Context: an optimization exercise on an open-source flow, tuned for small area and a short achievable clock period. The choices shown serve that exercise and are no tape-out recipe.
In this exercise RTL edits were held to simulation tests only and were not proved equivalent to the original.
No activity file was given, so power comes from the tool's default toggle rates.

==> flow/design.v <==
module dff(d,clk,q);
    input d,clk;
    output q;
    reg q;
    always @ (posedge clk)
    begin
    q<=d;
    end
endmodule
module pipo(d, clk, q);
input [7:0] d;
input clk;
output reg [7:0] q;
always @(posedge clk) q <= d;
endmodule
module regfile(clk, en_write, en_read, reg_write_addr, reg_read_addr1, reg_read_addr2,
               reg_write_data, reg_read_data1, reg_read_data2);
input clk;
input en_write;
input en_read;
input [3:0] reg_write_addr;
input [3:0] reg_read_addr1;
input [3:0] reg_read_addr2;
input [7:0] reg_write_data;
output [7:0] reg_read_data1;
output [7:0] reg_read_data2;
reg [7:0] Registers [0:15];
reg [7:0] hold1, hold2;
wire [15:0] wsel, nwsel;
wdec wd (.en(en_write), .a(reg_write_addr), .sel(wsel), .nsel(nwsel));
genvar i, j;
generate
  for (i = 0; i < 16; i = i + 1) begin : row
    wire [7:0] nxt;
    for (j = 0; j < 8; j = j + 1) begin : wb
      g_a22o w (.a1(nwsel[i]), .a2(Registers[i][j]), .b1(wsel[i]), .b2(reg_write_data[j]), .y(nxt[j]));
    end
    always @(posedge clk)
      Registers[i] <= nxt;
  end
endgenerate
wire [15:0] sel1, sel2;
rdec rd1 (.a(reg_read_addr1), .sel(sel1));
rdec rd2 (.a(reg_read_addr2), .sel(sel2));
wire en_read_n, en_write_n, enw, hw;
g_inv ie (.a(en_read), .y(en_read_n));
g_inv iw (.a(en_write), .y(en_write_n));
g_and2 gw (.a(en_read), .b(en_write_n), .y(enw));
g_nor2 gh (.a(en_read), .b(en_write), .y(hw));
wire [7:0] r1, r2;
generate
  for (i = 0; i < 8; i = i + 1) begin : rb
    wire [15:0] col;
    for (j = 0; j < 16; j = j + 1) begin : c
      assign col[j] = Registers[j][i];
    end
    rsel rs1 (.sel(sel1), .m(col), .en(en_read), .en_n(en_read_n), .enw(enw), .hw(hw), .h(hold1[i]), .r(r1[i]), .o(reg_read_data1[i]));
    rsel rs2 (.sel(sel2), .m(col), .en(en_read), .en_n(en_read_n), .enw(enw), .hw(hw), .h(hold2[i]), .r(r2[i]), .o(reg_read_data2[i]));
  end
endgenerate
always @(posedge clk) begin
  hold1 <= r1;
  hold2 <= r2;
end
endmodule
module wdec(en, a, sel, nsel);
input en;
input [3:0] a;
output [15:0] sel, nsel;
wire [3:0] an, lo, hi;
g_inv i0 (.a(a[0]), .y(an[0]));
g_inv i1 (.a(a[1]), .y(an[1]));
g_inv i2 (.a(a[2]), .y(an[2]));
g_inv i3 (.a(a[3]), .y(an[3]));
g_nor2 l0 (.a(a[1]),  .b(a[0]),  .y(lo[0]));
g_nor2 l1 (.a(a[1]),  .b(an[0]), .y(lo[1]));
g_nor2 l2 (.a(an[1]), .b(a[0]),  .y(lo[2]));
g_nor2 l3 (.a(an[1]), .b(an[0]), .y(lo[3]));
g_nor2 h0 (.a(a[3]),  .b(a[2]),  .y(hi[0]));
g_nor2 h1 (.a(a[3]),  .b(an[2]), .y(hi[1]));
g_nor2 h2 (.a(an[3]), .b(a[2]),  .y(hi[2]));
g_nor2 h3 (.a(an[3]), .b(an[2]), .y(hi[3]));
genvar k;
generate
  for (k = 0; k < 16; k = k + 1) begin : d
    g_nand3 n (.a(en), .b(lo[k % 4]), .c(hi[k / 4]), .y(nsel[k]));
    g_inv   s (.a(nsel[k]), .y(sel[k]));
  end
endgenerate
endmodule
module rdec(a, sel);
input [3:0] a;
output [15:0] sel;
wire [3:0] lo_n, hi_n;
predec p (.a(a), .lo_n(lo_n), .hi_n(hi_n));
genvar k;
generate
  for (k = 0; k < 16; k = k + 1) begin : d
    g_nor2 s (.a(lo_n[k % 4]), .b(hi_n[k / 4]), .y(sel[k]));
  end
endgenerate
endmodule
module predec(a, lo_n, hi_n);
input [3:0] a;
output [3:0] lo_n, hi_n;
wire [3:0] an;
g_inv i0 (.a(a[0]), .y(an[0]));
g_inv i1 (.a(a[1]), .y(an[1]));
g_inv i2 (.a(a[2]), .y(an[2]));
g_inv i3 (.a(a[3]), .y(an[3]));
g_nand2 l0 (.a(an[1]), .b(an[0]), .y(lo_n[0]));
g_nand2 l1 (.a(an[1]), .b(a[0]),  .y(lo_n[1]));
g_nand2 l2 (.a(a[1]),  .b(an[0]), .y(lo_n[2]));
g_nand2 l3 (.a(a[1]),  .b(a[0]),  .y(lo_n[3]));
g_nand2 h0 (.a(an[3]), .b(an[2]), .y(hi_n[0]));
g_nand2 h1 (.a(an[3]), .b(a[2]),  .y(hi_n[1]));
g_nand2 h2 (.a(a[3]),  .b(an[2]), .y(hi_n[2]));
g_nand2 h3 (.a(a[3]),  .b(a[2]),  .y(hi_n[3]));
endmodule
module rsel(sel, m, en, en_n, enw, hw, h, r, o);
input [15:0] sel, m;
input en, en_n, enw, hw, h;
output r, o;
wire y0, y1, a, b, c, d;
g_or8   p0 (.s(sel[7:0]),  .m(m[7:0]),  .y(y0));
g_or8   p1 (.s(sel[15:8]), .m(m[15:8]), .y(y1));
g_o21ai na (.a1(y0), .a2(y1), .b1(enw), .y(a));
g_nand2 nb (.a(hw), .b(h), .y(b));
g_nand2 oo (.a(a), .b(b), .y(o));
g_o21ai nc (.a1(y0), .a2(y1), .b1(en), .y(c));
g_nand2 nd (.a(en_n), .b(h), .y(d));
g_nand2 rr (.a(c), .b(d), .y(r));
endmodule
module g_or8(s, m, y);
input [7:0] s, m;
output y;
assign y = |(s & m);
endmodule
module g_inv(a, y);
input a; output y;
assign y = ~a;
endmodule
module g_nand2(a, b, y);
input a, b; output y;
assign y = ~(a & b);
endmodule
module g_nand3(a, b, c, y);
input a, b, c; output y;
assign y = ~(a & b & c);
endmodule
module g_nor2(a, b, y);
input a, b; output y;
assign y = ~(a | b);
endmodule
module g_a22o(a1, a2, b1, b2, y);
input a1, a2, b1, b2; output y;
assign y = (a1 & a2) | (b1 & b2);
endmodule
module g_o21ai(a1, a2, b1, y);
input a1, a2, b1; output y;
assign y = ~((a1 | a2) & b1);
endmodule
module g_and2(a, b, y);
input a, b; output y;
assign y = a & b;
endmodule
module SIMD_CU(d,d1,d2,en_write, 
		en_read, reg_write_addr1,
		reg_write_addr2,reg_write_addr3, 
		reg_read_addr1,reg_read_addr2,reg_read_addr3,reg_read_addr4,reg_read_addr5, reg_read_addr6,  
		clk, 
		reg_read_data1, reg_read_data2, reg_read_data3, reg_read_data4,reg_read_data5,reg_read_data6);
	input clk,en_write, en_read;
	input [3:0] reg_write_addr1;
	input [3:0] reg_write_addr2;
	input [3:0] reg_write_addr3;
	input [3:0] reg_read_addr1;
	input [3:0] reg_read_addr2;
	input [3:0] reg_read_addr3;
	input [3:0] reg_read_addr4;
	input [3:0] reg_read_addr5;
	input [3:0] reg_read_addr6;
	input [7:0] d,d1,d2;
	wire [7:0] q,q1,q2;
	output[7:0] reg_read_data1;
	output[7:0] reg_read_data2;
	output[7:0] reg_read_data3;
	output[7:0] reg_read_data4;
	output[7:0] reg_read_data5;
	output[7:0] reg_read_data6;
	pipo p1(d, clk, q);
	pipo p2(d1, clk, q1);
	pipo p3(d2, clk, q2);
	regfile PEM1(clk, en_write, en_read, reg_write_addr1,  reg_read_addr1, reg_read_addr2, q, reg_read_data1, reg_read_data2 );
	regfile PEM2(clk, en_write, en_read, reg_write_addr2,  reg_read_addr3, reg_read_addr4, q1, reg_read_data3, reg_read_data4 );
	regfile PEM3(clk, en_write, en_read, reg_write_addr3,  reg_read_addr5, reg_read_addr6, q2, reg_read_data5, reg_read_data6 );
endmodule
Settings: LEC_CHECK=0, CAP_MARGIN=20, CORE_MARGIN=2, CORE_UTILIZATION=40, PLACE_DENSITY=0.8, SETUP_SLACK_MARGIN=1.5, SLEW_MARGIN=20, SYNTH_HIERARCHICAL=1, TNS_END_PERCENT=5; clock period 5.2 ns.
standard.sh (not shown) runs the stock make flow with config.mk's settings and CLKGATE_MAP_FILE= SYNTH_SCRIPT=/design/flow/synth_recipe.tcl, a recipe that flattens the netlist after the stock synthesis.
==> flow/flow/run.sh <==
#!/bin/bash
# Standard synthesis, then every combinational cell that synthesis gave a
# drive strength above 1 is set back to strength 1 (same function and pins;
# flip-flops are left as they are), then the standard layout from there.
# Clock tree: larger sink clusters and no dummy loads.
# Port buffers: buf_2 (the resizer sizes them from there).
# Each tool's output goes to a log file of its own in this folder.
set -euo pipefail
R=orfs/results/sky130hd/SIMD_CU/base
bash standard.sh synth > synth.log 2>&1
python3 flow/downsize.py "$FLOW_HOME/platforms/sky130hd/lib/sky130_fd_sc_hd__tt_025C_1v80.lib" \
  $R/1_2_yosys.v > downsize.log 2>&1
rm -f $R/1_synth.odb $R/1_synth.sdc
bash standard.sh finish \
  CTS_ARGS="-sink_clustering_enable -repair_clock_nets -dont_use_dummy_load -sink_clustering_size 16 -sink_clustering_max_diameter 60 -buf_list sky130_fd_sc_hd__clkbuf_8" \
  BUFFER_PORTS_ARGS="-buffer_cell sky130_fd_sc_hd__buf_2" \
  > layout.log 2>&1
==> flow/flow/downsize.py <==
# Set every combinational cell in a synthesized netlist to drive strength 1.
# usage: downsize.py LIBERTY NETLIST (the netlist is rewritten in place)
import re, sys, collections
lib, net = sys.argv[1], sys.argv[2]
cells = set(re.findall(r'cell\s*\(\s*"?(sky130_fd_sc_hd__\w+?)"?\s*\)', open(lib).read()))
keep = ('df', 'edf', 'sdf', 'dl', 'clk', 'conb', 'tap', 'fill', 'decap')
changed = collections.Counter()
def swap(m):
    name, base, size = m.group(0), m.group(1), m.group(2)
    if base.startswith(keep) or size == '1':
        return name
    new = 'sky130_fd_sc_hd__%s_1' % base
    if new not in cells:
        return name
    changed[name + ' -> ' + new] += 1
    return new
text = open(net).read()
text = re.sub(r'(?<=^  )sky130_fd_sc_hd__(\w+?)_(\d+)(?= )', swap, text, flags=re.M)
open(net, 'w').write(text)
for k, n in sorted(changed.items()):
    print(n, k)
The starting point finished with timing, DRC and antenna clean.
Edit:
Settings changed: PLACE_DENSITY 0.8 to default, TNS_END_PERCENT 5 to default.
Outcome: The changed run finished with timing, DRC and antenna clean. Routed wire length rose slightly. Clock-buffer cell count came out higher by 2. Cell area is higher slightly. Utilization rises by 0.38 points. Setup slack improved by 44 ps. Maximum frequency is higher slightly. Die area stays the same. Critical path depth stays the same. Via count shrinks slightly. Total power climbs slightly.

port drivers added, routing unchanged:
How much do the figures lean on ideal ports? The routed layouts below were timed once more, with nothing changed but the port constraints. Step 1 sets driving cells, clkbuf_16 on the clock port and buf_2 on the other inputs (assumed; they add their load-dependent delay and slew). Step 2 moves the port delays by t, midway between the first and last clock arrival at a register: inputs arrive t later, outputs are due t later. That takes back most of the time a late clock gives input paths. a / b / c = ideal ports / drivers / drivers and shift; a / b = the first two.
run | t, ns | setup WS [ns] | worst register clock-pin slew, ns | pins driven straight from the clock port
the first run | 0.654 | 1.475 / 1.456 / 1.456 | 0.10 / 0.10 | 1
the second run | 0.665 | 1.519 / 1.498 / 1.498 | 0.10 / 0.10 | 1
After both steps every run listed still meets setup and hold. For the second run, which loses most, drivers alone change the setup slack by -0.021 ns; drivers and shift together by -0.021 ns.
